What follows belongs to an exercise in optimizing a design on an open flow for small area and a short achievable clock period; a production flow would make more cautious choices. Only simulation tests tie the RTL to the original design; equivalence was not proved.

Setup of alpha:
## pipelined
module pipelined(
    input  logic        i_clk,
    input  logic        i_reset,
    input  logic [31:0] i_io_sw,
    output logic [31:0] o_imem_addr,
    input  logic [31:0] i_imem_rdata,
    output logic [15:0] o_dmem_addr,
    output logic [31:0] o_dmem_wdata,
    output logic [3:0]  o_dmem_bmask,
    output logic        o_dmem_wren,
    input  logic [31:0] i_dmem_rdata,
    output logic [31:0] o_io_ledr,
    output logic [31:0] o_io_ledg,
    output logic [31:0] o_io_lcd,
    output logic [6:0]  o_io_hex0,
    output logic [6:0]  o_io_hex1,
    output logic [6:0]  o_io_hex2,
    output logic [6:0]  o_io_hex3,
    output logic [6:0]  o_io_hex4,
    output logic [6:0]  o_io_hex5,
    output logic [6:0]  o_io_hex6,
    output logic [6:0]  o_io_hex7,
    output logic [31:0] o_pc_debug,
    output logic        o_insn_vld,
    output logic        o_ctrl,
    output logic        o_mispred
);
  ...
export LEC_CHECK = 0
export CAP_MARGIN = 20
export CORE_MARGIN = 2
export CORE_UTILIZATION = 50
export SLEW_MARGIN = 20
export TNS_END_PERCENT = 0
create_clock -name core_clock -period 15.0 [get_ports {i_clk}]
standard.sh (not shown) runs the stock make flow with config.mk's settings and CLKGATE_MAP_FILE= SYNTH_SCRIPT=/design/flow/synth_recipe.tcl, a recipe that flattens the netlist after the stock synthesis.
==> flow/flow/run.sh <==
#!/bin/bash
# The standard layout (standard.sh), tuned:
#  - timing repair aims at an 11 ns setup margin, i.e. well below the 15 ns
#    period, repairing only the worst path (TNS_END_PERCENT 0 in config.mk);
#  - repair may resize across cell footprints;
#  - larger CTS sink clusters without dummy loads (smaller clock tree);
#  - every port still gets a buffer, a buf_2 (repair may resize it).
set -o pipefail
export SETUP_SLACK_MARGIN=11
export BUFFER_PORTS_ARGS="-buffer_cell sky130_fd_sc_hd__buf_2"
export CTS_ARGS="-sink_clustering_enable -repair_clock_nets -sink_clustering_size 25 -sink_clustering_max_diameter 100 -dont_use_dummy_load"
bash standard.sh MATCH_CELL_FOOTPRINT=0 finish 2>&1 | tee standard_run.log
Relative to alpha, the following input files were edited for beta:
Settings: CORE_UTILIZATION now 30, was 50.
## What came out
- Result: PASS for each of beta and alpha
- Of beta and alpha, the higher share of final-layout standard cells stronger than drive strength 1 belongs to alpha.
- Compared with alpha, in beta die area rose 66%, number of instances in the placed design higher.
For gamma, these inputs were changed with respect to beta:
Settings: a change of CORE_UTILIZATION from 30 to 50.
-- flow/flow/run.sh --
<<< beta, line 6
#  - larger CTS sink clusters without dummy loads (smaller clock tree);
#  - every port still gets a buffer, a buf_2 (repair may resize it).
>>> gamma, line 6
#  - larger CTS sink clusters without dummy loads (smaller clock tree).
<<< beta, line 10
export BUFFER_PORTS_ARGS="-buffer_cell sky130_fd_sc_hd__buf_2"
>>> gamma, line 9
==> comparison <==
In the metrics for beta and gamma, the one carrying the higher placer congestion estimate is gamma. gamma: first-iteration DRC count 1633 above beta. The routed wire length on gamma is in line with that on beta. Between beta and gamma, the first-pass GRT wire length does not differ in any meaningful way. Against beta as the reference, gamma delivers a higher length of routed met3 wiring. Taking beta as the reference point, the total of cells resized after clock tree synthesis of gamma rises by 32. Summary of gamma over beta: final worst-path cycle share went up by 0.73 points; cell area now sits at about the same level. Taking beta as the reference, in gamma number of vias in the routed layout grew by 1128; die area shrank by 170000 sq um.
diff inputs: gamma => delta
Settings: CORE_UTILIZATION changed from 50 to 35.
-- flow/flow/run.sh --
<<< gamma, line 6
#  - larger CTS sink clusters without dummy loads (smaller clock tree).
>>> delta, line 6
#  - larger CTS sink clusters without dummy loads (smaller clock tree);
#  - every port still gets a buffer, a buf_2 (repair may resize it).
<<< gamma, line 9
>>> delta, line 10
export BUFFER_PORTS_ARGS="-buffer_cell sky130_fd_sc_hd__buf_2"
--- outcome ---
delta finished every stage and its layout cleared the timing, design-rule and antenna checks. The final layout from gamma, which completed every stage, passed the timing, design-rule and antenna checks at the end of the flow. From gamma to delta the numbers moved as follows: maximum number of pins on one net before global-route repair shrank by 34%; number of buffer and inverter stages on the critical path shrank by 1; site row count grew by about 20%; slack of the worst reg-to-reg path grew by 70 ps.
Setup changes, delta to epsilon
Settings: swapping 0 for 20 in TNS_END_PERCENT.
-- flow/flow/run.sh --
<<< delta, line 4
#    period, repairing only the worst path (TNS_END_PERCENT 0 in config.mk);
>>> epsilon, line 4
#    period, repairing the worst 20% of failing endpoints (TNS_END_PERCENT in config.mk);
Findings:
Maximum number of pins on one net before global-route repair delta for epsilon relative to delta: 9.6% lower. Count of clock-net buffers in the final layout: epsilon vs delta down about 0.7%. ~same share of the clock period used by the worst path in epsilon and delta. Against delta, epsilon reports a wire length of the first global-routing pass that is higher. ex_bub$_DFF_PN1_ as the first element of the critical path was reported by epsilon, and ir_id[1]$_DFFE_PP_ by delta. Going from delta to epsilon, clock period minus worst slack saw a decrease; wire length saw an increase.

what the ideal ports hide:
No port has a modelled driver above. Below, the same layouts with a new extraction and two added sets of constraints.
Step 1 assumes that a clkbuf_16 drives the clock port and a buf_2 every other input.
Step 2 adds t to the input delays and takes it off the output delays; t is the mean of the earliest and latest rising clock arrival at the registers after step 1. Input paths then give back, and output paths get back, about the clock's delay inside the block.
a / b / c = no drivers / after step 1 / after step 2; a / b = the first two.
| run | t (ns) | slack for setup (ns) | slew at the worst register clock pin (ns) |
|---|---|---|---|
| alpha | 0.970 | 9.995 / 9.984 / 9.532 | 0.11 / 0.11 |
| beta | 1.012 | 10.056 / 10.056 / 9.541 | 0.11 / 0.11 |
| gamma | 0.956 | 9.947 / 9.947 / 9.661 | 0.11 / 0.11 |
| delta | 1.008 | 10.016 / 9.949 / 9.613 | 0.11 / 0.11 |
| epsilon | 0.986 | 10.034 / 9.964 / 9.901 | 0.12 / 0.12 |
After both steps setup and hold are still met in every run listed. For beta, which loses most, drivers alone change the setup slack by 0.000 ns; drivers and shift together by -0.515 ns. The worst setup slack also covers recovery checks on asynchronous resets.
